What follows belongs to an exercise in optimizing a design on an open flow for small area and a short achievable clock period; a production flow would make more cautious choices.
Function was not checked in any run shown here: the RTL went through the layout flow alone.
Power figures rest on the tool's default switching activity, not on a simulated workload.

## flow/design.v (module list and top-level ports; edited modules follow where they fit)
// module cpu: 860 lines
module cpu( 
    input clk,                           
    input RST,                           
    output [23:0] AB,                    
    output sync,                         
    input [7:0] DI,                      
    output reg [7:0] DO,                 
    output WE,                           
    input IRQ,                           
    input NMI,                           
    input RDY,                           
    input debug );
  // ...
==> flow/run.sh <==
#!/bin/bash
# synth_recipe.tcl (not shown) runs the flow's synth.tcl, then flattens the netlist and writes it again
# the make line also repeats each setting of config.mk as NAME=value (left out here)
make -C /OpenROAD-flow-scripts/flow DESIGN_CONFIG=/design/flow/config.mk WORK_HOME=/design/flow/orfs CLKGATE_MAP_FILE= SYNTH_SCRIPT=/design/flow/synth_recipe.tcl finish
==> flow/config.mk <==
export PLATFORM = sky130hd
export DESIGN_NAME = cpu
export DESIGN_NICKNAME = cpu
export VERILOG_FILES = /design/flow/design.v
export SDC_FILE = /design/flow/constraint.sdc
export NUM_CORES = 4
export LEC_CHECK = 0
export ABC_AREA = 1
export CAP_MARGIN = 20
export CORE_MARGIN = 2
export CORE_UTILIZATION = 40
export CTS_BUF_LIST = sky130_fd_sc_hd__clkbuf_8
export CTS_CLUSTER_DIAMETER = 60
export CTS_CLUSTER_SIZE = 14
export PLACE_DENSITY = 0.6
export SETUP_SLACK_MARGIN = 4
export SLEW_MARGIN = 20
==> flow/constraint.sdc <==
create_clock -name core_clock -period 11.0 [get_ports {clk}]
set_input_delay 2.2000 -clock core_clock [delete_from_list [all_inputs] [get_ports {clk}]]
set_output_delay 2.2000 -clock core_clock [all_outputs]
set_load 0.01 [all_outputs]
==> results_dict.tcl, run 1 <==
set metrics [dict create \
    met3RoutedLength_mm 6.45 \
    synth_edf_count 142 \
    parity_gate_share_of_the_synthesized_area_counting_xor_and_xnor_cells 0.0315 \
    synth_compound_gate_area_share 0.173 \
    internal_power_w 0.00302 \
    num_vias 22900 \
    hp-start "D3[6]" \
    synth_top_family_by_area "simple AND/OR/NAND/NOR gates" \
    finish.instance_area_mm2 0.0233 \
    top_area_cell_class "multi-input gates" \
    share_comb_of_total_power 0.681 \
    cts-root-buf "sky130_fd_sc_hd__clkbuf_8" \
    postRouteWirelength_mm 81.9 \
    grt_pass1_wl_mm 124 \
    synth_top_area_share 0.204 \
    grt_setup_unrepaired "true" \
    final_max_slew_viol_count 0 \
    grt_util_met1 0.418 \
    post-route-drc-count 0 \
    num_io_pins 48 \
    pg_comb_w 0.00473 \
    post-synth-top-count-cell "sky130_fd_sc_hd__nand2_1" \
    outcome "finished clean" \
    num_rows 83 \
    post-dp-hpwl_mm 63.0 \
    critical_path.n_buffers_inverters 6 \
    period_share 0.628 \
    post_cts_resize_count 116 \
    switchingPower_w 0.00394 \
    grt.busiest_layer "met2" \
    regArea_mm2 0.00588 \
    worst-path-stages 20 \
    grt_max_degree 38 \
    power_w 0.00695 \
    area.share.sequential 0.252 \
    power_share_of_the_clock_group 0.099 \
    wl_per_cell_um 20.8 \
    setup-violations-final 0 \
    seq_power_w 0.00153 \
    finalHoldViolCount 0 \
    mapped_area_mm2 0.0209 \
    dominantRegCellSynth "sky130_fd_sc_hd__edfxtp_1" \
]
==> module cpu, before the edit <==
module cpu( 
    input clk,                           
    input RST,                           
    output [23:0] AB,                    
    output sync,                         
    input [7:0] DI,                      
    output reg [7:0] DO,                 
    output WE,                           
    input IRQ,                           
    input NMI,                           
    input RDY,                           
    input debug );                       
 parameter
    SYNC  = 6'd0,
    IMM0  = 6'd1,
    PHA0  = 6'd2,
    PLA0  = 6'd3,
    ZPG0  = 6'd4,
    DATA  = 6'd5,
    ABS0  = 6'd6,
    ABS1  = 6'd7,
    BRA0  = 6'd8,
    JSR0  = 6'd9,
    JSR1  = 6'd10,
    JSR2  = 6'd11,
    RTS0  = 6'd12,
    RTS1  = 6'd13,
    RTS2  = 6'd14,
    JMP0  = 6'd15,
    JMP1  = 6'd16,
    IDX0  = 6'd17,
    IDX1  = 6'd18,
    IDX2  = 6'd19,
    BRK0  = 6'd20,
    BRK1  = 6'd21,
    BRK2  = 6'd22,
    BRK3  = 6'd23,
    RTI0  = 6'd24,
    IND0  = 6'd25,
    IND1  = 6'd26,
    ZPW0  = 6'd27,
    ABW0  = 6'd28,
    ABW1  = 6'd29,
    RMW0  = 6'd30,
    RMW1  = 6'd31,
    BRK4  = 6'd32,
    JMPW  = 6'd33,
    INDW  = 6'd34,
    ABSW  = 6'd35,
    ABWW  = 6'd36,
    JSRW  = 6'd37,
    JSRH  = 6'd38,
    JSRL  = 6'd39,
    JSR3  = 6'd40,
    JSR4  = 6'd41,
    RTSW  = 6'd42,
    IMMR  = 6'd43,
    ABSR  = 6'd44,
    ZPGR  = 6'd45,
    IDXR  = 6'd46,
    PHAR  = 6'd47,
    PHAS  = 6'd48,
    PLAR  = 6'd49;
parameter
    NOP   = 2'b00,
    LDA   = 2'b01,
    STA   = 2'b10,
    RMW   = 2'b11;
parameter
    DST__ = 2'b00,
    DST_X = 2'b01,
    DST_Y = 2'b10,
    DST_A = 2'b11;
parameter
    SRC__ = 2'b00,
    SRC_Z = 2'b00,
    SRC_X = 2'b01,
    SRC_Y = 2'b10,
    SRC_A = 2'b11;
parameter
    SEL_Z = 2'b00,
    SEL_X = 2'b01,
    SEL_Y = 2'b10,
    SEL_A = 2'b11;
parameter
    FLAG____ = 2'b00,
    FLAG_ADD = 2'b01,
    FLAG_CMP = 2'b10,
    FLAG_BIT = 2'b11;
parameter
    IZ = SEL_Z,
    IX = SEL_X,
    IY = SEL_Y;
parameter
    IDX___ = 2'b00,      
    IDX_X_ = 2'b01,      
    IDX__Y = 2'b10,      
    IDX_XY = 2'b11;      
parameter  
    ALU_____ = 9'b00_000_00_00,
    ALU_REG  = 9'b00_000_00_00,  
    ALU_INCA = 9'b00_000_00_01,  
    ALU_DECA = 9'b00_000_10_00,  
    ALU_LDA  = 9'b00_001_00_00,  
    ALU_INCM = 9'b00_001_00_01,  
    ALU_DECM = 9'b00_001_10_00,  
    ALU_ADC  = 9'b00_000_01_10,  
    ALU_CMP  = 9'b00_000_11_01,  
    ALU_SBC  = 9'b00_000_11_10,  
    ALU_ORA  = 9'b00_100_00_00,  
    ALU_AND  = 9'b00_101_00_00,  
    ALU_EOR  = 9'b00_110_00_00,  
    ALU_TSX  = 9'b00_111_00_00,  
    ALU_PLA  = 9'b01_000_00_00,  
    ALU_ASLA = 9'b10_000_00_00,  
    ALU_ROLA = 9'b10_000_00_11,  
    ALU_LSRA = 9'b11_000_00_00,  
    ALU_RORA = 9'b11_000_00_11,  
    ALU_ASLM = 9'b10_001_00_00,  
    ALU_ROLM = 9'b10_001_00_11,  
    ALU_LSRM = 9'b11_001_00_00,  
    ALU_RORM = 9'b11_001_00_11;  
parameter
    AB_ZPGX = 11'b00_1_00_100_11_0,   
    AB_ABSX = 11'b10_1_00_010_01_0,   
    AB_PUSH = 11'b01_0_00_000_00_0,   
    AB_PULL = 11'b01_0_00_000_00_1,   
    AB_HOLD = 11'b10_0_00_011_00_0,   
    AB_NEXT = 11'b10_0_00_011_00_1,   
    AB_INCR = 11'b10_1_00_011_00_1,   
    AB_OPER = 11'b00_0_01_001_00_0,   
    AB_FWRD = 11'b10_0_01_001_10_0,   
    AB_JMP1 = 11'b10_0_01_010_00_1,   
    AB_JMP0 = 11'b10_0_01_010_01_0,   
    AB_BACK = 11'b11_0_01_001_10_0,   
    AB_NMIV = 11'b01_0_10_000_00_0,   
    AB_IRQV = 11'b01_0_11_000_00_0;   
parameter
    WE___ = 2'b00,                   
    WE_1_ = 2'b01,                   
    WE_ST = 2'b10;                   
parameter
    DR___ = 1'b0,                    
    DR_DI = 1'b1;                    
parameter
    DO____ = 3'b000,
    DO_ALU = 3'b000,
    DO_PCL = 3'b001,
    DO_PCH = 3'b010,
    DO_PHP = 3'b011,
    DO_PC3 = 3'b100;
parameter
    S____  = 2'b00,
    S_INC  = 2'b01,
    S_DEC  = 2'b10;
parameter
    AB_16  = 2'b00,
    AB_24  = 2'b01,
    AB_32  = 2'b10,
    AB_48  = 2'b11;
parameter
    R_08  = 2'b00,
    R_16  = 2'b01,
    R_24  = 2'b10,
    R_32  = 2'b11;
function [24:0] dec;
    input [7:0] op;
    input p0;
    case( op )
         8'h6D: dec = { FLAG_ADD, LDA, SRC_A, DST_A, ALU_ADC , IZ, (p0) ? ABSW : ABS0 };  
         8'h7D: dec = { FLAG_ADD, LDA, SRC_A, DST_A, ALU_ADC , IX, (p0) ? ABSW : ABS0 };  
         8'h79: dec = { FLAG_ADD, LDA, SRC_A, DST_A, ALU_ADC , IY, (p0) ? ABSW : ABS0 };  
         8'h69: dec = { FLAG_ADD, LDA, SRC_A, DST_A, ALU_ADC , IZ, IMM0 };  
         8'h65: dec = { FLAG_ADD, LDA, SRC_A, DST_A, ALU_ADC , IZ, ZPG0 };  
         8'h72: dec = { FLAG_ADD, LDA, SRC_A, DST_A, ALU_ADC , IZ, IDX0 };  
         8'h61: dec = { FLAG_ADD, LDA, SRC_A, DST_A, ALU_ADC , IX, IDX0 };  
         8'h75: dec = { FLAG_ADD, LDA, SRC_A, DST_A, ALU_ADC , IX, ZPG0 };  
         8'h71: dec = { FLAG_ADD, LDA, SRC_A, DST_A, ALU_ADC , IY, IDX0 };  
         8'hED: dec = { FLAG_ADD, LDA, SRC_A, DST_A, ALU_SBC , IZ, (p0) ? ABSW : ABS0 };  
         8'hFD: dec = { FLAG_ADD, LDA, SRC_A, DST_A, ALU_SBC , IX, (p0) ? ABSW : ABS0 };  
         8'hF9: dec = { FLAG_ADD, LDA, SRC_A, DST_A, ALU_SBC , IY, (p0) ? ABSW : ABS0 };  
         8'hE9: dec = { FLAG_ADD, LDA, SRC_A, DST_A, ALU_SBC , IZ, IMM0 };  
         8'hE5: dec = { FLAG_ADD, LDA, SRC_A, DST_A, ALU_SBC , IZ, ZPG0 };  
         8'hF2: dec = { FLAG_ADD, LDA, SRC_A, DST_A, ALU_SBC , IZ, IDX0 };  
         8'hE1: dec = { FLAG_ADD, LDA, SRC_A, DST_A, ALU_SBC , IX, IDX0 };  
         8'hF5: dec = { FLAG_ADD, LDA, SRC_A, DST_A, ALU_SBC , IX, ZPG0 };  
         8'hF1: dec = { FLAG_ADD, LDA, SRC_A, DST_A, ALU_SBC , IY, IDX0 };  
         8'h2D: dec = { FLAG____, LDA, SRC_A, DST_A, ALU_AND , IZ, (p0) ? ABSW : ABS0 };  
         8'h3D: dec = { FLAG____, LDA, SRC_A, DST_A, ALU_AND , IX, (p0) ? ABSW : ABS0 };  
         8'h39: dec = { FLAG____, LDA, SRC_A, DST_A, ALU_AND , IY, (p0) ? ABSW : ABS0 };  
         8'h29: dec = { FLAG____, LDA, SRC_A, DST_A, ALU_AND , IZ, IMM0 };  
         8'h25: dec = { FLAG____, LDA, SRC_A, DST_A, ALU_AND , IZ, ZPG0 };  
         8'h32: dec = { FLAG____, LDA, SRC_A, DST_A, ALU_AND , IZ, IDX0 };  
         8'h21: dec = { FLAG____, LDA, SRC_A, DST_A, ALU_AND , IX, IDX0 };  
         8'h35: dec = { FLAG____, LDA, SRC_A, DST_A, ALU_AND , IX, ZPG0 };  
         8'h31: dec = { FLAG____, LDA, SRC_A, DST_A, ALU_AND , IY, IDX0 };  
         8'h0D: dec = { FLAG____, LDA, SRC_A, DST_A, ALU_ORA , IZ, (p0) ? ABSW : ABS0 };  
         8'h1D: dec = { FLAG____, LDA, SRC_A, DST_A, ALU_ORA , IX, (p0) ? ABSW : ABS0 };  
         8'h19: dec = { FLAG____, LDA, SRC_A, DST_A, ALU_ORA , IY, (p0) ? ABSW : ABS0 };  
         8'h09: dec = { FLAG____, LDA, SRC_A, DST_A, ALU_ORA , IZ, IMM0 };  
         8'h05: dec = { FLAG____, LDA, SRC_A, DST_A, ALU_ORA , IZ, ZPG0 };  
         8'h12: dec = { FLAG____, LDA, SRC_A, DST_A, ALU_ORA , IZ, IDX0 };  
         8'h01: dec = { FLAG____, LDA, SRC_A, DST_A, ALU_ORA , IX, IDX0 };  
         8'h15: dec = { FLAG____, LDA, SRC_A, DST_A, ALU_ORA , IX, ZPG0 };  
         8'h11: dec = { FLAG____, LDA, SRC_A, DST_A, ALU_ORA , IY, IDX0 };  
         8'hAD: dec = { FLAG____, LDA, SRC_A, DST_A, ALU_LDA , IZ, (p0) ? ABSW : ABS0 };  
         8'hBD: dec = { FLAG____, LDA, SRC_A, DST_A, ALU_LDA , IX, (p0) ? ABSW : ABS0 };  
         8'hB9: dec = { FLAG____, LDA, SRC_A, DST_A, ALU_LDA , IY, (p0) ? ABSW : ABS0 };  
         8'hA9: dec = { FLAG____, LDA, SRC_A, DST_A, ALU_LDA , IZ, IMM0 };  
         8'hA5: dec = { FLAG____, LDA, SRC_A, DST_A, ALU_LDA , IZ, ZPG0 };  
         8'hB2: dec = { FLAG____, LDA, SRC_A, DST_A, ALU_LDA , IZ, IDX0 };  
         8'hA1: dec = { FLAG____, LDA, SRC_A, DST_A, ALU_LDA , IX, IDX0 };  
         8'hB5: dec = { FLAG____, LDA, SRC_A, DST_A, ALU_LDA , IX, ZPG0 };  
         8'hB1: dec = { FLAG____, LDA, SRC_A, DST_A, ALU_LDA , IY, IDX0 };  
         8'hCD: dec = { FLAG_CMP, NOP, SRC_A, DST__, ALU_CMP , IZ, (p0) ? ABSW : ABS0 };  
         8'hDD: dec = { FLAG_CMP, NOP, SRC_A, DST__, ALU_CMP , IX, (p0) ? ABSW : ABS0 };  
         8'hD9: dec = { FLAG_CMP, NOP, SRC_A, DST__, ALU_CMP , IY, (p0) ? ABSW : ABS0 };  
         8'hC9: dec = { FLAG_CMP, NOP, SRC_A, DST__, ALU_CMP , IZ, IMM0 };  
         8'hC5: dec = { FLAG_CMP, NOP, SRC_A, DST__, ALU_CMP , IZ, ZPG0 };  
         8'hD2: dec = { FLAG_CMP, NOP, SRC_A, DST__, ALU_CMP , IZ, IDX0 };  
         8'hC1: dec = { FLAG_CMP, NOP, SRC_A, DST__, ALU_CMP , IX, IDX0 };  
         8'hD5: dec = { FLAG_CMP, NOP, SRC_A, DST__, ALU_CMP , IX, ZPG0 };  
         8'hD1: dec = { FLAG_CMP, NOP, SRC_A, DST__, ALU_CMP , IY, IDX0 };  
         8'h4D: dec = { FLAG____, LDA, SRC_A, DST_A, ALU_EOR , IZ, (p0) ? ABSW : ABS0 };  
         8'h5D: dec = { FLAG____, LDA, SRC_A, DST_A, ALU_EOR , IX, (p0) ? ABSW : ABS0 };  
         8'h59: dec = { FLAG____, LDA, SRC_A, DST_A, ALU_EOR , IY, (p0) ? ABSW : ABS0 };  
         8'h49: dec = { FLAG____, LDA, SRC_A, DST_A, ALU_EOR , IZ, IMM0 };  
         8'h45: dec = { FLAG____, LDA, SRC_A, DST_A, ALU_EOR , IZ, ZPG0 };  
         8'h52: dec = { FLAG____, LDA, SRC_A, DST_A, ALU_EOR , IZ, IDX0 };  
         8'h41: dec = { FLAG____, LDA, SRC_A, DST_A, ALU_EOR , IX, IDX0 };  
         8'h55: dec = { FLAG____, LDA, SRC_A, DST_A, ALU_EOR , IX, ZPG0 };  
         8'h51: dec = { FLAG____, LDA, SRC_A, DST_A, ALU_EOR , IY, IDX0 };  
         8'h8D: dec = { FLAG____, STA, SRC_A, DST__, ALU_REG , IZ, (p0) ? ABSW : ABS0 };  
         8'h9D: dec = { FLAG____, STA, SRC_A, DST__, ALU_REG , IX, (p0) ? ABSW : ABS0 };  
         8'h99: dec = { FLAG____, STA, SRC_A, DST__, ALU_REG , IY, (p0) ? ABSW : ABS0 };  
         8'h85: dec = { FLAG____, STA, SRC_A, DST__, ALU_REG , IZ, ZPG0 };  
         8'h92: dec = { FLAG____, STA, SRC_A, DST__, ALU_REG , IZ, IDX0 };  
         8'h81: dec = { FLAG____, STA, SRC_A, DST__, ALU_REG , IX, IDX0 };  
         8'h95: dec = { FLAG____, STA, SRC_A, DST__, ALU_REG , IX, ZPG0 };  
         8'h91: dec = { FLAG____, STA, SRC_A, DST__, ALU_REG , IY, IDX0 };  
         8'h0A: dec = { FLAG____, LDA, SRC_A, DST_A, ALU_ASLA, IZ, SYNC };  
         8'h4A: dec = { FLAG____, LDA, SRC_A, DST_A, ALU_LSRA, IZ, SYNC };  
         8'h2A: dec = { FLAG____, LDA, SRC_A, DST_A, ALU_ROLA, IZ, SYNC };  
         8'h6A: dec = { FLAG____, LDA, SRC_A, DST_A, ALU_RORA, IZ, SYNC };  
         8'h0E: dec = { FLAG____, RMW, SRC__, DST__, ALU_ASLM, IZ, (p0) ? ABWW : ABW0 };  
         8'h1E: dec = { FLAG____, RMW, SRC__, DST__, ALU_ASLM, IX, (p0) ? ABWW : ABW0 };  
         8'h06: dec = { FLAG____, RMW, SRC__, DST__, ALU_ASLM, IZ, ZPW0 };  
         8'h16: dec = { FLAG____, RMW, SRC__, DST__, ALU_ASLM, IX, ZPW0 };  
         8'h4E: dec = { FLAG____, RMW, SRC__, DST__, ALU_LSRM, IZ, (p0) ? ABWW : ABW0 };  
         8'h5E: dec = { FLAG____, RMW, SRC__, DST__, ALU_LSRM, IX, (p0) ? ABWW : ABW0 };  
         8'h46: dec = { FLAG____, RMW, SRC__, DST__, ALU_LSRM, IZ, ZPW0 };  
         8'h56: dec = { FLAG____, RMW, SRC__, DST__, ALU_LSRM, IX, ZPW0 };  
         8'h2E: dec = { FLAG____, RMW, SRC__, DST__, ALU_ROLM, IZ, (p0) ? ABWW : ABW0 };  
         8'h3E: dec = { FLAG____, RMW, SRC__, DST__, ALU_ROLM, IX, (p0) ? ABWW : ABW0 };  
         8'h26: dec = { FLAG____, RMW, SRC__, DST__, ALU_ROLM, IZ, ZPW0 };  
         8'h36: dec = { FLAG____, RMW, SRC__, DST__, ALU_ROLM, IX, ZPW0 };  
         8'h6E: dec = { FLAG____, RMW, SRC__, DST__, ALU_RORM, IZ, (p0) ? ABWW : ABW0 };  
         8'h7E: dec = { FLAG____, RMW, SRC__, DST__, ALU_RORM, IX, (p0) ? ABWW : ABW0 };  
         8'h66: dec = { FLAG____, RMW, SRC__, DST__, ALU_RORM, IZ, ZPW0 };  
         8'h76: dec = { FLAG____, RMW, SRC__, DST__, ALU_RORM, IX, ZPW0 };  
         8'h90: dec = { FLAG____, NOP, SRC__, DST__, ALU_____, IZ, BRA0 };  
         8'hB0: dec = { FLAG____, NOP, SRC__, DST__, ALU_____, IZ, BRA0 };  
         8'hF0: dec = { FLAG____, NOP, SRC__, DST__, ALU_____, IZ, BRA0 };  
         8'h30: dec = { FLAG____, NOP, SRC__, DST__, ALU_____, IZ, BRA0 };  
         8'hD0: dec = { FLAG____, NOP, SRC__, DST__, ALU_____, IZ, BRA0 };  
         8'h10: dec = { FLAG____, NOP, SRC__, DST__, ALU_____, IZ, BRA0 };  
         8'h80: dec = { FLAG____, NOP, SRC__, DST__, ALU_____, IZ, BRA0 };  
         8'h50: dec = { FLAG____, NOP, SRC__, DST__, ALU_____, IZ, BRA0 };  
         8'h70: dec = { FLAG____, NOP, SRC__, DST__, ALU_____, IZ, BRA0 };  
         8'h2C: dec = { FLAG_BIT, NOP, SRC_A, DST__, ALU_AND , IZ, (p0) ? ABSW : ABS0 };  
         8'h3C: dec = { FLAG_BIT, NOP, SRC_A, DST__, ALU_AND , IX, (p0) ? ABSW : ABS0 };  
         8'h89: dec = { FLAG_BIT, NOP, SRC_A, DST__, ALU_AND , IZ, IMM0 };  
         8'h24: dec = { FLAG_BIT, NOP, SRC_A, DST__, ALU_AND , IZ, ZPG0 };  
         8'h34: dec = { FLAG_BIT, NOP, SRC_A, DST__, ALU_AND , IX, ZPG0 };  
         8'h18: dec = { FLAG____, NOP, SRC__, DST__, ALU_____, IZ, SYNC };  
         8'hD8: dec = { FLAG____, NOP, SRC__, DST__, ALU_____, IZ, SYNC };  
         8'h58: dec = { FLAG____, NOP, SRC__, DST__, ALU_____, IZ, SYNC };  
         8'hB8: dec = { FLAG____, NOP, SRC__, DST__, ALU_____, IZ, SYNC };  
         8'h38: dec = { FLAG____, NOP, SRC__, DST__, ALU_____, IZ, SYNC };  
         8'hF8: dec = { FLAG____, NOP, SRC__, DST__, ALU_____, IZ, SYNC };  
         8'h78: dec = { FLAG____, NOP, SRC__, DST__, ALU_____, IZ, SYNC };  
         8'hEA: dec = { FLAG____, NOP, SRC__, DST__, ALU_____, IZ, SYNC };  
         8'hEC: dec = { FLAG_CMP, NOP, SRC_X, DST__, ALU_CMP , IZ, (p0) ? ABSW : ABS0 };  
         8'hE0: dec = { FLAG_CMP, NOP, SRC_X, DST__, ALU_CMP , IZ, IMM0 };  
         8'hE4: dec = { FLAG_CMP, NOP, SRC_X, DST__, ALU_CMP , IZ, ZPG0 };  
         8'hCC: dec = { FLAG_CMP, NOP, SRC_Y, DST__, ALU_CMP , IZ, (p0) ? ABSW : ABS0 };  
         8'hC0: dec = { FLAG_CMP, NOP, SRC_Y, DST__, ALU_CMP , IZ, IMM0 };  
         8'hC4: dec = { FLAG_CMP, NOP, SRC_Y, DST__, ALU_CMP , IZ, ZPG0 };  
         8'hCE: dec = { FLAG____, RMW, SRC__, DST__, ALU_DECM, IZ, (p0) ? ABWW : ABW0 };  
         8'hDE: dec = { FLAG____, RMW, SRC__, DST__, ALU_DECM, IX, (p0) ? ABWW : ABW0 };  
         8'hC6: dec = { FLAG____, RMW, SRC__, DST__, ALU_DECM, IZ, ZPW0 };  
         8'hD6: dec = { FLAG____, RMW, SRC__, DST__, ALU_DECM, IX, ZPW0 };  
         8'hEE: dec = { FLAG____, RMW, SRC__, DST__, ALU_INCM, IZ, (p0) ? ABWW : ABW0 };  
         8'hFE: dec = { FLAG____, RMW, SRC__, DST__, ALU_INCM, IX, (p0) ? ABWW : ABW0 };  
         8'hE6: dec = { FLAG____, RMW, SRC__, DST__, ALU_INCM, IZ, ZPW0 };  
         8'hF6: dec = { FLAG____, RMW, SRC__, DST__, ALU_INCM, IX, ZPW0 };  
         8'h3A: dec = { FLAG____, LDA, SRC_A, DST_A, ALU_DECA, IZ, SYNC };  
         8'hCA: dec = { FLAG____, LDA, SRC_X, DST_X, ALU_DECA, IZ, SYNC };  
         8'h88: dec = { FLAG____, LDA, SRC_Y, DST_Y, ALU_DECA, IZ, SYNC };  
         8'h1A: dec = { FLAG____, LDA, SRC_A, DST_A, ALU_INCA, IZ, SYNC };  
         8'hE8: dec = { FLAG____, LDA, SRC_X, DST_X, ALU_INCA, IZ, SYNC };  
         8'hC8: dec = { FLAG____, LDA, SRC_Y, DST_Y, ALU_INCA, IZ, SYNC };  
         8'hAA: dec = { FLAG____, LDA, SRC_A, DST_X, ALU_REG , IZ, SYNC };  
         8'hA8: dec = { FLAG____, LDA, SRC_A, DST_Y, ALU_REG , IZ, SYNC };  
         8'hBA: dec = { FLAG____, LDA, SRC__, DST_X, ALU_TSX , IZ, SYNC };  
         8'h8A: dec = { FLAG____, LDA, SRC_X, DST_A, ALU_REG , IZ, SYNC };  
         8'h9A: dec = { FLAG____, NOP, SRC_X, DST__, ALU_REG , IZ, SYNC };  
         8'h98: dec = { FLAG____, LDA, SRC_Y, DST_A, ALU_REG , IZ, SYNC };  
         8'h00: dec = { FLAG____, NOP, SRC__, DST__, ALU_____, IZ, BRK0 };  
         8'h4C: dec = { FLAG____, NOP, SRC__, DST__, ALU_____, IZ, (p0) ? JMPW : JMP0 };  
         8'h6C: dec = { FLAG____, NOP, SRC__, DST__, ALU_____, IZ, (p0) ? INDW : IND0 };  
         8'h7C: dec = { FLAG____, NOP, SRC__, DST__, ALU_____, IX, (p0) ? INDW : IND0 };  
         8'h20: dec = { FLAG____, NOP, SRC__, DST__, ALU_____, IZ, (p0) ? JSRW : JSR0 };  
         8'h40: dec = { FLAG____, NOP, SRC__, DST__, ALU_____, IZ, RTI0 };  
         8'h60: dec = { FLAG____, NOP, SRC__, DST__, ALU_____, IZ, RTS0 };  
         8'hAE: dec = { FLAG____, LDA, SRC__, DST_X, ALU_LDA , IZ, (p0) ? ABSW : ABS0 };  
         8'hBE: dec = { FLAG____, LDA, SRC__, DST_X, ALU_LDA , IY, (p0) ? ABSW : ABS0 };  
         8'hA2: dec = { FLAG____, LDA, SRC__, DST_X, ALU_LDA , IZ, IMM0 };  
         8'hA6: dec = { FLAG____, LDA, SRC__, DST_X, ALU_LDA , IZ, ZPG0 };  
         8'hB6: dec = { FLAG____, LDA, SRC__, DST_X, ALU_LDA , IY, ZPG0 };  
         8'hAC: dec = { FLAG____, LDA, SRC__, DST_Y, ALU_LDA , IZ, (p0) ? ABSW : ABS0 };  
         8'hBC: dec = { FLAG____, LDA, SRC__, DST_Y, ALU_LDA , IX, (p0) ? ABSW : ABS0 };  
         8'hA0: dec = { FLAG____, LDA, SRC__, DST_Y, ALU_LDA , IZ, IMM0 };  
         8'hA4: dec = { FLAG____, LDA, SRC__, DST_Y, ALU_LDA , IZ, ZPG0 };  
         8'hB4: dec = { FLAG____, LDA, SRC__, DST_Y, ALU_LDA , IX, ZPG0 };  
         8'h48: dec = { FLAG____, NOP, SRC_A, DST__, ALU_REG , IZ, PHA0 };  
         8'hDA: dec = { FLAG____, NOP, SRC_X, DST__, ALU_REG , IZ, PHA0 };  
         8'h5A: dec = { FLAG____, NOP, SRC_Y, DST__, ALU_REG , IZ, PHA0 };  
         8'h68: dec = { FLAG____, LDA, SRC__, DST_A, ALU_PLA , IZ, PLA0 };  
         8'hFA: dec = { FLAG____, LDA, SRC__, DST_X, ALU_PLA , IZ, PLA0 };  
         8'h7A: dec = { FLAG____, LDA, SRC__, DST_Y, ALU_PLA , IZ, PLA0 };  
         8'h08: dec = { FLAG____, NOP, SRC__, DST__, ALU_REG , IZ, PHA0 };  
         8'h28: dec = { FLAG____, NOP, SRC__, DST__, ALU_____, IZ, PLA0 };  
         8'h8E: dec = { FLAG____, STA, SRC_X, DST__, ALU_REG , IZ, (p0) ? ABSW : ABS0 };  
         8'h86: dec = { FLAG____, STA, SRC_X, DST__, ALU_REG , IZ, ZPG0 };  
         8'h96: dec = { FLAG____, STA, SRC_X, DST__, ALU_REG , IY, ZPG0 };  
         8'h8C: dec = { FLAG____, STA, SRC_Y, DST__, ALU_REG , IZ, (p0) ? ABSW : ABS0 };  
         8'h84: dec = { FLAG____, STA, SRC_Y, DST__, ALU_REG , IZ, ZPG0 };  
         8'h94: dec = { FLAG____, STA, SRC_Y, DST__, ALU_REG , IX, ZPG0 };  
         8'h9C: dec = { FLAG____, STA, SRC_Z, DST__, ALU_REG , IZ, (p0) ? ABSW : ABS0 };  
         8'h9E: dec = { FLAG____, STA, SRC_Z, DST__, ALU_REG , IX, (p0) ? ABSW : ABS0 };  
         8'h64: dec = { FLAG____, STA, SRC_Z, DST__, ALU_REG , IZ, ZPG0 };  
         8'h74: dec = { FLAG____, STA, SRC_Z, DST__, ALU_REG , IX, ZPG0 };  
         8'h0F: dec = { FLAG____, NOP, SRC__, DST__, ALU_____, IZ, SYNC };  
         8'h1F: dec = { FLAG____, NOP, SRC__, DST__, ALU_____, IZ, SYNC };  
         8'h4F: dec = { FLAG____, NOP, SRC__, DST__, ALU_____, IZ, SYNC };  
         8'h8F: dec = { FLAG____, NOP, SRC__, DST__, ALU_____, IZ, SYNC };  
         8'h5F: dec = { FLAG____, NOP, SRC__, DST__, ALU_____, IZ, SYNC };  
         8'h9F: dec = { FLAG____, NOP, SRC__, DST__, ALU_____, IZ, SYNC };  
         8'h1C: dec = { 21'b00_00_00_00_00_000000000_00, (p0) ? ABSW : ABS0 };  
         8'h14: dec = { 21'b00_00_00_00_00_000000000_00, ZPG0 };  
         8'h0C: dec = { 21'b00_00_00_00_00_000000000_00, (p0) ? ABSW : ABS0 };  
         8'h04: dec = { 21'b00_00_00_00_00_000000000_00, ZPG0 };  
       default: dec = { 19'b0, IZ, SYNC };
    endcase
endfunction
function [20:0] busop;
    input [5:0] st;
    input r;                             
    input c;                             
    input d7;                            
    case( st )
        ABSW:                    busop = { S____, IDX___, DO____, DR_DI, WE___, AB_OPER };
        ABS0:                    busop = { S____, IDX___, DO____, DR_DI, WE___, AB_OPER };
        ABS1:                    busop = { S____, IDX_XY, DO_ALU, DR___, WE_ST, AB_ABSX };
        ABSR:                    busop = { S____, IDX_XY, DO_ALU, DR_DI, WE_ST, AB_INCR };
        ABWW:                    busop = { S____, IDX___, DO____, DR_DI, WE___, AB_OPER };
        ABW0:                    busop = { S____, IDX___, DO____, DR_DI, WE___, AB_OPER };
        ABW1:                    busop = { S____, IDX_XY, DO____, DR___, WE___, AB_ABSX };
        BRA0: if( c & d7 ) busop = { S____, IDX___, DO____, DR___, WE___, AB_BACK };
             else if( c )    busop = { S____, IDX___, DO____, DR___, WE___, AB_FWRD };
             else               busop = { S____, IDX___, DO____, DR___, WE___, AB_OPER };
        BRK0:                    busop = { S_DEC, IDX___, DO_PCH, DR___, WE_1_, AB_PUSH };
        BRK1:                    busop = { S_DEC, IDX___, DO_PCL, DR___, WE_1_, AB_PUSH };
        BRK2:                    busop = { S_DEC, IDX___, DO_PHP, DR___, WE_1_, AB_IRQV };
        BRK3:                    busop = { S____, IDX___, DO____, DR_DI, WE___, AB_OPER };
        BRK4:                    busop = { S____, IDX___, DO____, DR___, WE___, AB_OPER };
        DATA:                    busop = { S____, IDX___, DO____, DR_DI, WE___, AB_OPER };
        IDX0:                    busop = { S____, IDX_X_, DO____, DR_DI, WE___, AB_ZPGX };
        IDX1:                    busop = { S____, IDX___, DO____, DR_DI, WE___, AB_NEXT };
        IDX2:                    busop = { S____, IDX__Y, DO_ALU, DR___, WE_ST, AB_ABSX };
        IDXR:                    busop = { S____, IDX__Y, DO_ALU, DR_DI, WE_ST, AB_INCR };
        IMM0:                    busop = { S____, IDX___, DO____, DR_DI, WE___, AB_OPER };
        IMMR:                    busop = { S____, IDX___, DO____, DR_DI, WE___, AB_OPER };
        INDW:                    busop = { S____, IDX___, DO____, DR_DI, WE___, AB_OPER };
        IND0:                    busop = { S____, IDX___, DO____, DR_DI, WE___, AB_OPER };
        IND1:                    busop = { S____, IDX_X_, DO____, DR___, WE___, AB_JMP0 };
        JMPW:                    busop = { S____, IDX___, DO____, DR_DI, WE___, AB_OPER };
        JMP0:                    busop = { S____, IDX___, DO____, DR_DI, WE___, AB_OPER };
        JMP1:                    busop = { S____, IDX___, DO____, DR___, WE___, AB_JMP0 };
        JSRW:                    busop = { S_DEC, IDX___, DO_PC3, DR_DI, WE_1_, AB_PUSH };
        JSRH:                    busop = { S_DEC, IDX___, DO_PCH, DR___, WE_1_, AB_PUSH };
        JSR3:                    busop = { S____, IDX___, DO____, DR___, WE___, AB_OPER };
        JSR4:                    busop = { S____, IDX___, DO____, DR___, WE___, AB_OPER };
        JSRL:                    busop = { S_DEC, IDX___, DO_PCL, DR_DI, WE_1_, AB_PUSH };
        JSR0:                    busop = { S_DEC, IDX___, DO_PCH, DR_DI, WE_1_, AB_PUSH };
        JSR1:                    busop = { S_DEC, IDX___, DO_PCL, DR___, WE_1_, AB_PUSH };
        JSR2:                    busop = { S____, IDX___, DO____, DR___, WE___, AB_OPER };
        PHA0:                    busop = { S_DEC, IDX___, DO_PHP, DR___, WE_1_, AB_PUSH };
        PHAR:                    busop = { S_DEC, IDX___, DO_PHP, DR___, WE_1_, AB_PUSH };
        PHAS:                    busop = { S____, IDX___, DO____, DR___, WE___, AB_OPER };
        PLA0:                    busop = { S_INC, IDX___, DO____, DR_DI, WE___, AB_PULL };
        PLAR:                    busop = { S_INC, IDX___, DO____, DR_DI, WE___, AB_PULL };
        RMW0:                    busop = { S____, IDX___, DO____, DR_DI, WE___, AB_OPER };
        RMW1:                    busop = { S____, IDX___, DO_ALU, DR___, WE_1_, AB_HOLD };
        RTI0:                    busop = { S_INC, IDX___, DO____, DR___, WE___, AB_PULL };
        RTS0:                    busop = { S_INC, IDX___, DO____, DR___, WE___, AB_PULL };
        RTS1:                    busop = { S_INC, IDX___, DO____, DR_DI, WE___, AB_PULL };
        RTSW:                    busop = { S_INC, IDX___, DO____, DR_DI, WE___, AB_PULL };
        RTS2: if( r )          busop = { S____, IDX___, DO____, DR___, WE___, AB_JMP0 };
             else               busop = { S____, IDX___, DO____, DR___, WE___, AB_JMP1 };
        SYNC:                    busop = { S____, IDX___, DO____, DR___, WE___, AB_OPER };
        ZPG0:                    busop = { S____, IDX_XY, DO_ALU, DR___, WE_ST, AB_ZPGX };
        ZPGR:                    busop = { S____, IDX_XY, DO_ALU, DR_DI, WE_ST, AB_INCR };
        ZPW0:                    busop = { S____, IDX_XY, DO____, DR___, WE___, AB_ZPGX };
       default:                 busop = { S____, IDX___, DO____, DR___, WE___, AB_OPER };           
    endcase
endfunction
function [8:0] padd8;                    
    input [7:0] a;
    input [7:0] b;
    input c;
    reg [8:0] G, P, Gn, Pn;
    integer i, l;
    begin
        G = { a & b, c };
        P = { a ^ b, 1'b0 };
        for( l = 1; l < 9; l = l * 2 ) begin
            Gn = G;
            Pn = P;
            for( i = l; i < 9; i = i + 1 ) begin
                Gn[i] = G[i] | (P[i] & G[i - l]);
                Pn[i] = P[i] & P[i - l];
            end
            G = Gn;
            P = Pn;
        end
        padd8 = { G[8], (a ^ b) ^ G[7:0] };
    end
endfunction
function [23:0] allones;                 
    input [23:0] x;
    reg [23:0] P, Pn;
    integer i, l;
    begin
        P = { x[22:0], 1'b1 };
        for( l = 1; l < 24; l = l * 2 ) begin
            Pn = P;
            for( i = l; i < 24; i = i + 1 )
                Pn[i] = P[i] & P[i - l];
            P = Pn;
        end
        allones = P;
    end
endfunction
reg [23:0] PC;                           
reg [23:0] ab_hold;                      
reg [7:0] D4;                            
reg [7:0] D3;                            
reg [7:0] DR;                            
wire [7:0] IR;                           
reg [7:0] OP;                            
reg [2:0] PREFIX;                        
reg ABWDTH;                              
reg [1:0] RWDTH;                         
reg [1:0] RBYTES;                        
reg N, V, D, I, Z, C;                    
wire [7:0] P = { N, V, 1'b1, 1'b1, D, I, Z, C };
reg [23:0] XR, YR, AR;                   
reg [15:0] S;                            
reg [5:0] state;
reg [5:0] next_state;
assign sync = (state == SYNC);
reg [8:0] DIHOLD;
always @(posedge clk)
    case( state )
        PLA0: DIHOLD <= {1'b1, DI[7:0]};
        PHA0: DIHOLD <= {1'b1, DI[7:0]};
        RMW1: DIHOLD <= {1'b1, DI[7:0]};
     default: DIHOLD <= {1'b0, DI[7:0]};
    endcase
assign IR = DIHOLD[8] ? DIHOLD[7:0] : DI[7:0];
wire [7:0] OP_next = sync ? IR : OP;
always @(posedge clk)
    OP <= OP_next;
wire [24:0] op_dec = dec( OP, PREFIX[0] );      
wire [18:0] control = op_dec[24:6];
wire [1:0] ins_type = control[18:17];
wire adc_sbc = (ins_type == FLAG_ADD);
wire cmp     = (ins_type == FLAG_CMP);
wire bit_isn = (ins_type == FLAG_BIT);
wire store = control[16];
wire load = control[15];
wire [1:0] reg_dst = control[12:11];
reg [8:0] alu_op;                        
wire shift = alu_op[8];
wire clc = (OP == 8'h18);
wire sec = (OP == 8'h38);
wire cld = (OP == 8'hD8);
wire sed = (OP == 8'hF8);
wire cli = (OP == 8'h58);
wire sei = (OP == 8'h78);
wire rti = (OP == 8'h40);
wire clv = (OP == 8'hB8);
wire php = (OP == 8'h08) || (OP == 8'h00);
wire plp = (OP == 8'h28);
wire txs = (OP == 8'h9A);
wire variation = (OP == 8'h0F);
reg cond;
always @*
    casez( OP[7:4] )
        4'b000?: cond = ~N;
        4'b001?: cond =  N;
        4'b010?: cond = ~V;
        4'b011?: cond =  V;
        4'b1000: cond =  1;
        4'b1001: cond = ~C;
        4'b101?: cond =  C;
        4'b110?: cond = ~Z;
        4'b111?: cond =  Z;
    endcase
wire [20:0] bus_op = busop( state, rti, cond, DI[7] );
wire [10:0] ab_op = bus_op[10:0];
wire [1:0] we_op = bus_op[12:11];
wire dr_di = bus_op[13];
wire [2:0] do_op = bus_op[16:14];
wire pull = bus_op[19];
wire push = bus_op[20];
wire [24:0] ir_dec = dec( IR, PREFIX[0] );
wire [5:0] init_state = ir_dec[5:0];
always @* begin
    next_state = state;
    if( RST )
        next_state = BRK4;
    else case( state )
        SYNC:  next_state = init_state;
        ABSW:  next_state = ABS0;
        ABS0:  next_state = ABS1;
        ABS1:  if (RBYTES == 0) next_state = DATA;
               else next_state = ABSR;
        ABSR:  if (RBYTES == 0) next_state = DATA;
        ABWW:  next_state = ABWW;
        ABW0:  next_state = ABW1;
        ABW1:  next_state = RMW0;
        BRA0:  next_state = SYNC;
        BRK0:  next_state = BRK1;
        BRK1:  next_state = BRK2;
        BRK2:  next_state = BRK3;
        BRK3:  next_state = JMP0;
        BRK4:  next_state = BRK3;
        DATA:  next_state = SYNC;
        IDX0:  next_state = IDX1;
        IDX1:  next_state = IDX2;
        IDX2:  if (RBYTES == 0) next_state = DATA;
               else next_state = IDXR;
        IDXR:  if (RBYTES == 0) next_state = DATA;
        IMM0:  if (RBYTES == 0) next_state = SYNC;
               else next_state = IMMR;
        IMMR:  if (RBYTES == 0) next_state = SYNC;
        INDW:  next_state = IND0;
        IND0:  next_state = IND1;
        IND1:  next_state = (ABWDTH == 1'b0) ? JMP0 : JMPW;
        JMPW:  next_state = JMP0;
        JMP0:  next_state = JMP1;
        JMP1:  next_state = SYNC;
        JSRW:  next_state = JSRH;
        JSRH:  next_state = JSR3;
        JSR3:  next_state = JSRL;
        JSRL:  next_state = JSR4;
        JSR4:  next_state = JMP1;
        JSR0:  next_state = JSR1;
        JSR1:  next_state = JSR2;
        JSR2:  next_state = JMP1;
        PHA0:  if (RBYTES == 0) next_state = SYNC;
               else next_state = PHAR;
        PHAR:  if (RBYTES == 0) next_state = PHAS;
        PHAS:  next_state = SYNC;
        PLA0:  if (RBYTES == 0) next_state = SYNC;
               else next_state = PLAR;
        PLAR:  if (RBYTES == 0) next_state = SYNC;
        RMW0:  next_state = RMW1;
        RMW1:  next_state = SYNC;
        RTI0:  next_state = RTS0;
        RTS0:  next_state = (ABWDTH == 1'b0) ? RTS1 : RTSW;
        RTSW:  next_state = RTS1;
        RTS1:  next_state = RTS2;
        RTS2:  next_state = SYNC;
        ZPG0:  if (RBYTES == 0) next_state = DATA;
               else next_state = ZPGR;
        ZPGR:  if (RBYTES == 0) next_state = DATA;
        ZPW0:  next_state = RMW0;
        default:  next_state = SYNC;
    endcase
end
reg count;
always @*
    case( state )
        ABS1, ABSR, IDX2, IDXR, IMM0, IMMR, PHA0, PHAR, PLA0, PLAR, ZPG0, ZPGR:
            count = 1'b1;
        default:
            count = 1'b0;
    endcase
always @(posedge clk)
    state <= next_state;
always @(posedge clk)
    if( RST ) begin
        ABWDTH <= 1'b1;
        RWDTH <= R_08;
        RBYTES <= R_08;
        PREFIX <= { R_08, 1'b1 };
    end
    else begin
        if( sync ) begin
            ABWDTH <= PREFIX[0];
            RWDTH <= PREFIX[2:1];
            RBYTES <= PREFIX[2:1];
            if (IR[3:0] == 4'hF)
                PREFIX <= { IR[7:6], IR[4] };
            else if (IR == 8'h40) begin
                ABWDTH <= 1'b1;
                RWDTH <= R_08;
                PREFIX <= { R_08, 1'b1 };
            end
            else
                PREFIX <= { R_08, 1'b0 };
        end
        if( count && RBYTES != 0 )
            RBYTES <= RBYTES - 1'b1;
    end
wire [24:0] nop_dec = dec( OP_next, PREFIX[0] );
wire [20:0] nbus_op = busop( next_state, OP_next == 8'h40, 1'b0, 1'b0 );
wire nABWDTH = RST ? 1'b1 : (sync ? ((IR == 8'h40) ? 1'b1 : PREFIX[0]) : ABWDTH);
wire [1:0] nidx = nop_dec[7:6] & nbus_op[18:17];
reg bs_S, bs_PC, bs_D24, bs_D16, bs_H;   
reg [1:0] ab_x;                          
reg [1:0] ab_h;                          
reg ab_ci;
reg ab_bra;                              
reg ix_X, ix_Y;                          
reg src_X, src_Y, src_A;                 
always @(posedge clk) begin
    bs_S   <= ~nbus_op[5] & (nbus_op[4:3] == 2'b00);
    bs_PC  <= ~nbus_op[5] & (nbus_op[4:3] == 2'b01);
    bs_D24 <= ~nbus_op[5] & (nbus_op[4:3] == 2'b10) & nABWDTH;
    bs_D16 <= ~nbus_op[5] & (nbus_op[4:3] == 2'b10) & ~nABWDTH;
    bs_H   <= ~nbus_op[5] & (nbus_op[4:3] == 2'b11);
    ab_x   <= nbus_op[2:1];
    ab_h   <= nbus_op[10:9];
    ab_ci  <= nbus_op[0];
    ab_bra <= (next_state == BRA0);
    ix_X   <= (nidx == SEL_X);
    ix_Y   <= (nidx == SEL_Y);
    src_X  <= (nop_dec[20:19] == SEL_X);
    src_Y  <= (nop_dec[20:19] == SEL_Y);
    src_A  <= (nop_dec[20:19] == SEL_A);
    alu_op <= nop_dec[16:8];
end
wire [23:0] R = ({24{src_X}} & XR) | ({24{src_Y}} & YR) | ({24{src_A}} & AR);
wire [8:0] XY = ({9{ix_X}} & XR[8:0]) | ({9{ix_Y}} & YR[8:0]);
reg [23:0] R_IN;
reg [23:0] MEM;
reg [23:0] alu_ai;
reg [23:0] alu_bi;
reg alu_ci;
reg alu_si;
reg [23:0] alu_out;
reg alu_C, alu_N, alu_V;
wire alu_Z = (alu_out == 24'h000000);
always @* begin
    case( RWDTH )
        R_08: R_IN = { 16'h0000, R[7:0] };
        R_16: R_IN = { 8'h00, R[15:0] };
        default: R_IN = R;
    endcase
    case( RWDTH )
        R_24: MEM = { DR, D3, D4 };
        R_16: MEM = { 8'h00, DR, D3 };
        default: MEM = { 8'h00, 8'h00, DR };
    endcase
    casez( alu_op[6:4] )
        3'b0?0: alu_ai = R_IN;
        3'b0?1: alu_ai = MEM;
        3'b100: alu_ai = R_IN | MEM;
        3'b101: alu_ai = R_IN & MEM;
        3'b110: alu_ai = R_IN ^ MEM;
        3'b111: alu_ai = { 8'h00, S };
    endcase
    case( alu_op[3:2] )
        2'b00: alu_bi = 24'h000000;
        2'b01: alu_bi = MEM;
        2'b10: alu_bi = 24'hffffff;
        2'b11: alu_bi = ~MEM;
    endcase
    case( alu_op[1:0] )
        2'b01: alu_ci = 1'b1;
        2'b10: alu_ci = C;
        default: alu_ci = 1'b0;
    endcase
    {alu_C, alu_out} = alu_ai + alu_bi + alu_ci;
    alu_si = C & alu_op[0];
    if( alu_op[8] )
        if( alu_op[7] )
            {alu_out, alu_C} = {alu_si, alu_out};
        else
            {alu_C, alu_out} = {alu_out, alu_si};
    else if( alu_op[7] )
        alu_out = { 16'h0000, DI };
    alu_N = (RWDTH == R_24) ? alu_out[23] : (RWDTH == R_16) ? alu_out[15] : alu_out[7];
    alu_V = (RWDTH == R_24) ? (alu_ai[23] ^ alu_bi[23] ^ alu_C ^ alu_N) :
            (RWDTH == R_16) ? (alu_ai[15] ^ alu_bi[15] ^ alu_C ^ alu_N) :
                              (alu_ai[7]  ^ alu_bi[7]  ^ alu_C ^ alu_N);
end
wire reg_we = load & ~store & sync;
always @(posedge clk)
    if( reg_we && reg_dst == SEL_X )
        XR <= alu_out;
always @(posedge clk)
    if( reg_we && reg_dst == SEL_Y )
        YR <= alu_out;
always @(posedge clk)
    if( reg_we && reg_dst == SEL_A )
        AR <= alu_out;
    else if( variation )                 
        AR <= {16'h6502, R_16, AB_24, 4'h0};
reg [15:0] s_run;
integer si;
always @* begin
    s_run[0] = 1'b1;
    for( si = 1; si < 16; si = si + 1 )
        s_run[si] = s_run[si - 1] & (S[si - 1] ^ push);
end
always @(posedge clk)
    if( txs )              S <= R[15:0];
    else if( push | pull ) S <= S ^ s_run;
wire [23:0] base = ({24{bs_S}} & { 8'h00, S })
                 | ({24{bs_PC}} & PC)
                 | ({24{bs_D24}} & { DI, DR, D3 })
                 | ({24{bs_D16}} & { 8'h00, DI, DR })
                 | ({24{bs_H}} & ab_hold);
wire [1:0] x_op = ab_bra ? { cond, 1'b0 } : ab_x;
wire [1:0] h_op = ab_bra ? { cond, cond & DI[7] } : ab_h;
wire [7:0] abl_a = x_op[0] ? XY[7:0] : base[7:0];
wire [8:0] abl_di = padd8( abl_a, DI, ab_ci );                              
wire [8:0] abl_reg = base[7:0] + (x_op[0] ? XY[7:0] : 8'h00) + ab_ci;       
wire [8:0] abl_sum = x_op[1] ? abl_di : abl_reg;
wire abl_co = abl_sum[8] ^ (x_op[0] & XY[8]);
wire [15:0] abh_base = base[23:8];
wire abh_down = (h_op == 2'b11);
wire [23:0] abh_run = allones( { 8'h00, abh_base ^ {16{abh_down}} } );
wire abh_flip = h_op[0] ^ (h_op[1] & abl_co);
wire [15:0] abh = abh_base ^ ({16{abh_flip}} & abh_run[15:0]);
assign AB = { abh, abl_sum[7:0] };
always @(posedge clk)
    if( ab_op[8] )
        ab_hold <= AB;
always @(posedge clk)
    if( RST )
        PC <= 24'hfffffa;
    else case( ab_op[7:6] )
        2'b01: PC <= AB + 1'b1;
        2'b10: PC <= 24'hfffff7;
        2'b11: PC <= 24'hfffffd;
      default:;
    endcase
assign WE = we_op[0] | (we_op[1] & store);
always @(posedge clk)
    if( dr_di ) begin
        D4 <= D3;
        D3 <= DR;
        DR <= DI;
    end
function [7:0] bytesel;
    input [23:0] x;
    input [1:0] w;
    input [1:0] n;
    if( w == R_08 ) bytesel = x[7:0];
    else if( w == R_16 ) bytesel = (n == 2'd1) ? x[7:0] : x[15:8];
    else bytesel = (n == 2'd2) ? x[7:0] : (n == 2'd1) ? x[15:8] : x[23:16];
endfunction
reg [8:0] rmw_in;
always @*
    case( RWDTH )
        R_16: rmw_in = { DR[0], D3 };
        R_24: rmw_in = { D3[0], D4 };
        default: rmw_in = { 1'b0, DR };
    endcase
wire [7:0] rmw_inc = rmw_in[7:0] + 8'h01;
wire [7:0] rmw_dec = rmw_in[7:0] - 8'h01;
reg [7:0] rmw_lo;                        
reg [7:0] rmw_hi;                        
always @*
    case( OP[7:5] )
        3'b000:  begin rmw_lo = { rmw_in[6:0], 1'b0 }; rmw_hi = 8'h00; end      
        3'b001:  begin rmw_lo = { rmw_in[6:0], C };    rmw_hi = 8'h00; end      
        3'b010:  begin rmw_lo = rmw_in[8:1];           rmw_hi = 8'h00; end      
        3'b011:  begin rmw_lo = rmw_in[8:1];           rmw_hi = { C, 7'h00 }; end   
        3'b110:  begin rmw_lo = rmw_dec;               rmw_hi = (DR == 8'h00) ? 8'hff : 8'h00; end   
        default: begin rmw_lo = rmw_inc;               rmw_hi = 8'h00; end      
    endcase
wire [7:0] do_reg = bytesel( R, RWDTH, RBYTES );
wire [7:0] do_rmw = (RWDTH == R_32) ? rmw_hi : rmw_lo;
always @*
    case( do_op )
        DO_PCL: DO = PC[7:0];
        DO_PCH: DO = PC[15:8];
        DO_PC3: DO = PC[23:16];
        DO_PHP: DO = php ? P : do_reg;
        default: DO = (state == RMW1) ? do_rmw : do_reg;
    endcase
always @(posedge clk)
    case( state )
        RTS0: if( rti )                         N <= DI[7];
        SYNC: if( plp )                         N <= DI[7];
              else if( bit_isn )                N <= DI[7];
              else if( load | cmp )             N <= alu_N;
     default:;
    endcase
always @(posedge clk)
    case( state )
        RTS0: if( rti )                         V <= DI[6];
        SYNC: if( plp )                         V <= DI[6];
              else if( clv )                    V <= 0;
              else if( bit_isn )                V <= DI[6];
              else if( adc_sbc )                V <= alu_V;
     default:;
    endcase
always @(posedge clk)
    case( state )
        RTS0: if( rti )                         D <= DI[3];
        SYNC: if( plp )                         D <= DI[3];
              else if( cld )                    D <= 0;
              else if( sed )                    D <= 1;
     default:;
    endcase
always @(posedge clk)
    case( state )
        BRK4:                                   I <= 1;
        RTS0: if( rti )                         I <= DI[2];
        SYNC: if( plp )                         I <= DI[2]; 
              else if( cli )                    I <= 0;
              else if( sei )                    I <= 1;
     default:;
    endcase
always @(posedge clk)
    case( state )
        RTS0: if( rti )                         Z <= DI[1];
        SYNC: if( plp )                         Z <= DI[1]; 
              else if( load | cmp | bit_isn )   Z <= alu_Z;
     default:;
    endcase
always @(posedge clk)
    case( state )
        RTS0: if( rti )                         C <= DI[0];
        SYNC: if( plp )                         C <= DI[0];
              else if( clc )                    C <= 0;
              else if( sec )                    C <= 1;
              else if( cmp | shift | adc_sbc )  C <= alu_C;
     default:;
    endcase
endmodule
==> run 2, diff against run 1 <==
--- a/flow/design.v
+++ b/flow/design.v
@@ -673,11 +673,11 @@
         4'b111?: cond =  Z;
     endcase
-wire [20:0] bus_op = busop( state, rti, cond, DI[7] );
-wire [10:0] ab_op = bus_op[10:0];
-wire [1:0] we_op = bus_op[12:11];
-wire dr_di = bus_op[13];
-wire [2:0] do_op = bus_op[16:14];
-wire pull = bus_op[19];
-wire push = bus_op[20];
+reg [1:0] we_op;                         
+reg dr_di;
+reg [2:0] do_op;
+reg pull, push;
+reg hold_ld;                             
+reg [1:0] pc_op;                         
+reg rmw1;                                
 wire [24:0] ir_dec = dec( IR, PREFIX[0] );
 wire [5:0] init_state = ir_dec[5:0];
@@ -801,4 +801,12 @@
     ab_h   <= nbus_op[10:9];
     ab_ci  <= nbus_op[0];
+    hold_ld <= nbus_op[8];
+    pc_op  <= nbus_op[7:6];
+    we_op  <= nbus_op[12:11];
+    dr_di  <= nbus_op[13];
+    do_op  <= nbus_op[16:14];
+    pull   <= nbus_op[19];
+    push   <= nbus_op[20];
+    rmw1   <= (next_state == RMW1);
     ab_bra <= (next_state == BRA0);
     ix_X   <= (nidx == SEL_X);
@@ -893,8 +901,7 @@
 wire [1:0] x_op = ab_bra ? { cond, 1'b0 } : ab_x;
 wire [1:0] h_op = ab_bra ? { cond, cond & DI[7] } : ab_h;
-wire [7:0] abl_a = x_op[0] ? XY[7:0] : base[7:0];
-wire [8:0] abl_di = padd8( abl_a, DI, ab_ci );                              
-wire [8:0] abl_reg = base[7:0] + (x_op[0] ? XY[7:0] : 8'h00) + ab_ci;       
-wire [8:0] abl_sum = x_op[1] ? abl_di : abl_reg;
+wire [7:0] abl_a = (x_op == 2'b11) ? XY[7:0] : base[7:0];
+wire [7:0] abl_b = ((x_op == 2'b01) ? XY[7:0] : 8'h00) | (x_op[1] ? DI : 8'h00);
+wire [8:0] abl_sum = padd8( abl_a, abl_b, ab_ci );
 wire abl_co = abl_sum[8] ^ (x_op[0] & XY[8]);
 wire [15:0] abh_base = base[23:8];
@@ -905,10 +912,10 @@
 assign AB = { abh, abl_sum[7:0] };
 always @(posedge clk)
-    if( ab_op[8] )
+    if( hold_ld )
         ab_hold <= AB;
 always @(posedge clk)
     if( RST )
         PC <= 24'hfffffa;
-    else case( ab_op[7:6] )
+    else case( pc_op )
         2'b01: PC <= AB + 1'b1;
         2'b10: PC <= 24'hfffff7;
@@ -959,5 +966,5 @@
         DO_PC3: DO = PC[23:16];
         DO_PHP: DO = php ? P : do_reg;
-        default: DO = (state == RMW1) ? do_rmw : do_reg;
+        default: DO = rmw1 ? do_rmw : do_reg;
     endcase
 always @(posedge clk)
==> results_dict.tcl, run 2 <==
set metrics [dict create \
    fin_hold_ws_ns 0.482 \
    timing.reg2reg.worst_path_depth 32 \
    post-dp-hpwl_mm 62.5 \
    hp-start "PC[9]" \
    tritoncts_clock_tree "done" \
    synth.yosys.warnings 1 \
    initial_utilization 0.403 \
    setup-violations-final 0 \
    synth_area_leaders "sky130_fd_sc_hd__edfxtp_1 (21%), sky130_fd_sc_hd__nand2_1 (15%), sky130_fd_sc_hd__dfxtp_1 (8.9%)" \
    netlist_instances 3138 \
    whs_path_depth 2 \
    synth_cell_types 72 \
    num_rows 83 \
    worst_r2r_dst "Z" \
    number_of_h_tree_levels 1 \
    muxShareOfSynthArea 0 \
    area_grow_syn2layout_pct 12.4 \
    yosysTopAreaCell "sky130_fd_sc_hd__edfxtp_1" \
    max_freq_mhz 142 \
    r2r_setup_slack_ns 4.48 \
    post_synth_most_frequent_cells "sky130_fd_sc_hd__nand2_1 (837), sky130_fd_sc_hd__inv_1 (434), sky130_fd_sc_hd__nor2_1 (328)" \
    floorplan.die_area_mm2 0.0533 \
    synth_edf_count 142 \
    holdCritPathClass "flop to flop" \
    outcome "finished clean" \
    hold_end "PC[9]" \
    grt_usage 0.297 \
    die_h_um 231 \
    drv.max_cap_violation_count 0 \
    num_vias 22700 \
    synth.avg_cell_area_um2 6.56 \
    avgViaCountPerCell 5.82 \
    arrival_ns 4.86 \
    grt_max_degree 39 \
    final_max_slew_viol_count 0 \
    ctsLongestPathBuffers 3 \
    wl_per_cell_um 21.0 \
    ys_seq_area_frac 0.297 \
    synth_fp_nets 3251 \
    post_synth_arst_share 0 \
    internal_power_w 0.00297 \
    number_of_buffer_cells_added_on_primary_ports 43 \
    numCtsBuffers 30 \
    switchingPower_w 0.00371 \
    finalHoldViolCount 0 \
    dominantRegCellSynth "sky130_fd_sc_hd__edfxtp_1" \
    synth_compound_gate_area_share 0.176 \
    antenna_found_initial 3 \
    final_core_utilization 0.453 \
    critical_path.slowest_cell "sky130_fd_sc_hd__ha_4" \
    placement.setup.worst_slack_ns 2.47 \
    switching_share 0.555 \
    timing_worst_slew_pin_value_ns 1.13 \
    timing.clock.skew_ns 0.0526 \
    power.ir.vdd_worst_mv 0.159 \
    grt_pass1_vias 20900 \
    finalSetupTns_ns 0 \
    power_share_of_the_clock_group 0.115 \
    cts-root-buf "sky130_fd_sc_hd__clkbuf_8" \
    path_cells "buf_6 > buf_6 > clkinvlp_4 > o21ai_2 > ha_4 > a21oi_2 > a21boi_2 > nand4_1 > nand2_4 > nand3_2 > nand2_2 > nand2_4 > nor2_4 > nand2_4 > nor2_8 > buf_4 > nand3_2 > nand2_2 > clkinv_4 > buf_6" \
    timing.critical_path.fanout_max 5 \
    power_density_mw_per_mm2 289 \
    mapped_area_mm2 0.0206 \
    ctsHoldBuffers 0 \
    initialDrtViolationCount 2536 \
    final_net_count 3306 \
    yosys.area_share.simple 0.340 \
    rr_startpoint "RWDTH[0]" \
    num_io_pins 48 \
    layout_common_cells "sky130_fd_sc_hd__nand2_1 (818), sky130_fd_sc_hd__inv_1 (420), sky130_fd_sc_hd__nor2_1 (323)" \
    postRouteWirelength_mm 81.9 \
    slew_headroom 0.248 \
    cts_sinks 234 \
    worstPathRequired_ns 8.80 \
    post-synth-top-count-cell "sky130_fd_sc_hd__nand2_1" \
    post-route-drc-count 0 \
    endpoint_kind "primary output" \
    setup_ws_post_layout_ns 3.94 \
    die_x_um 231 \
    parity_gate_share_of_the_synthesized_area_counting_xor_and_xnor_cells 0.0234 \
    firstDrtPassIters 6 \
    antenna_left 0 \
    synth-adder-area-share 0.0616 \
    grt_setup_unrepaired "true" \
    routabilityCongestion 1.02 \
    layout.cells.most_common "sky130_fd_sc_hd__nand2_1" \
    power.static_leakage_nw 10.8 \
    share_comb_of_total_power 0.655 \
    start_kind "input pin" \
    finalWorstPathRequiredPeriod_ns 7.06 \
    grt_pass1_wl_mm 123 \
    timing.critical_path.slowest_cell_delay_ns 0.24 \
    pwr-share-seq 0.231 \
    clock_latency_late_sink_ns 0.68 \
    drive_above_1_share 0.102 \
    synth_top_area_share 0.207 \
    synth_seq_cells 234 \
    grt_overflow_total 0 \
    path_clk_slew_ns 0.09 \
    synth_top_family_by_area "simple AND/OR/NAND/NOR gates" \
    period_share 0.642 \
    path_class "input pin to primary output" \
    core-area_mm2 0.0511 \
]
[run 2: changes by cell type in the layout (fill, tap and decap cells not counted), moves of 9 or more]
cell | before | now
sky130_fd_sc_hd__buf_4 | 83 | 60
sky130_fd_sc_hd__nor2_1 | 342 | 323
sky130_fd_sc_hd__xor2_1 | 64 | 45
sky130_fd_sc_hd__a21oi_1 | 132 | 149
sky130_fd_sc_hd__buf_6 | 3 | 14
sky130_fd_sc_hd__dfxtp_1 | 74 | 85
sky130_fd_sc_hd__nand3_1 | 244 | 235
[run 2: cell families after synthesis]
kind of cell,after synthesis
simple gates,1618
flops,234
fa+ha+maj,99
compound gates,585
xor+xnor,55
buf+inv,547
[run 2: metal layers]
metal,global-route usage,vias to the layer above,part of all wire
met2,0.476,1079,0.45
met3,0.0466,195,0.081
met5,0,-,0
li1,-,10600,-
met1,0.405,10800,0.43
met4,0.106,0,0.040
[run 2: final cells by class]
cell class	instances	area, um2
tap	680	851
timing repair inverter	1	5.00
clock buffer	31	427
sequential	234	6120
clock inverter	25	278
fill	5352	28000
antenna	2	5.00
inverter	457	1740
multi-input combinational	2359	12800
timing repair buffer	110	930
[run 2: how the worst max path moves through the flow]
stage | start | endpoint | depth (start not counted)
floorplan | DI[5] | AB[23] | 16
global placement | DI[4] | AB[23] | 19
detailed placement | DI[4] | AB[23] | 19
CTS | OP[5] | AB[23] | 25
global route | OP[6] | AB[23] | 25
finish | DI[7] | AB[18] | 20
[run 2: stage by stage]
stage          power (W)  area [um2]  instances
2_1_floorplan    0.00417       20600       3138
3_3_place_gp     0.00558       21700       3791
3_5_place_dp     0.00560       21700       3791
4_1_cts          0.00648       22800       3875
5_1_grt          0.00716       23100       3898
6_report         0.00668       23100       3899
[run 2: critical path: cells and delay by family]
family          cells  cell delay (ns)
compound gates      3             0.53
fa+ha+maj           1             0.24
buf+inv             6             0.61
simple gates       10             1.26
[run 2: what timing repair did]
item,in CTS,in global routing
setup buffers,25,22
pin swaps,39,39
resized for setup,127,83
cloned,3,0
endpoints found under the setup margin,29,24
[run 2: power by group through the flow]
stage / clock [W] / combinational (W) / sequential (W)
after global placement: 0 / 0.00403 / 0.00154
after floorplan: 0 / 0.00279 / 0.00139
after CTS: 0.000778 / 0.00417 / 0.00153
after global routing: 0.000806 / 0.00479 / 0.00156
final: 0.000765 / 0.00437 / 0.00154
after detailed placement: 0 / 0.00405 / 0.00154

re-timing with driven ports:
No port has a modelled driver above. Below, the same layouts with a new extraction and two added sets of constraints.
Step 1: set_driving_cell puts a clkbuf_16 on clk and a buf_2 on each other input, an assumption about the parent block.
Step 2 adds t to the input delays and takes it off the output delays; t is the mean of the earliest and latest rising clock arrival at the registers after step 1. Input paths then give back, and output paths get back, about the clock's delay inside the block.
a / b / c = ideal / step 1 / step 2; a / b = the first two.
run	t, ns	setup slack, ns	latest minus earliest clock arrival (ns)	worst slew at a driven data input, ns
run 1	0.676	4.089 / 4.039 / 3.567	0.027 / 0.026	0.04
run 2	0.701	3.941 / 3.901 / 3.901	0.055 / 0.055	0.04
After both steps setup and hold are still met in every run listed. For run 1, which loses most, drivers alone change the setup slack by -0.050 ns; drivers and shift together by -0.522 ns.
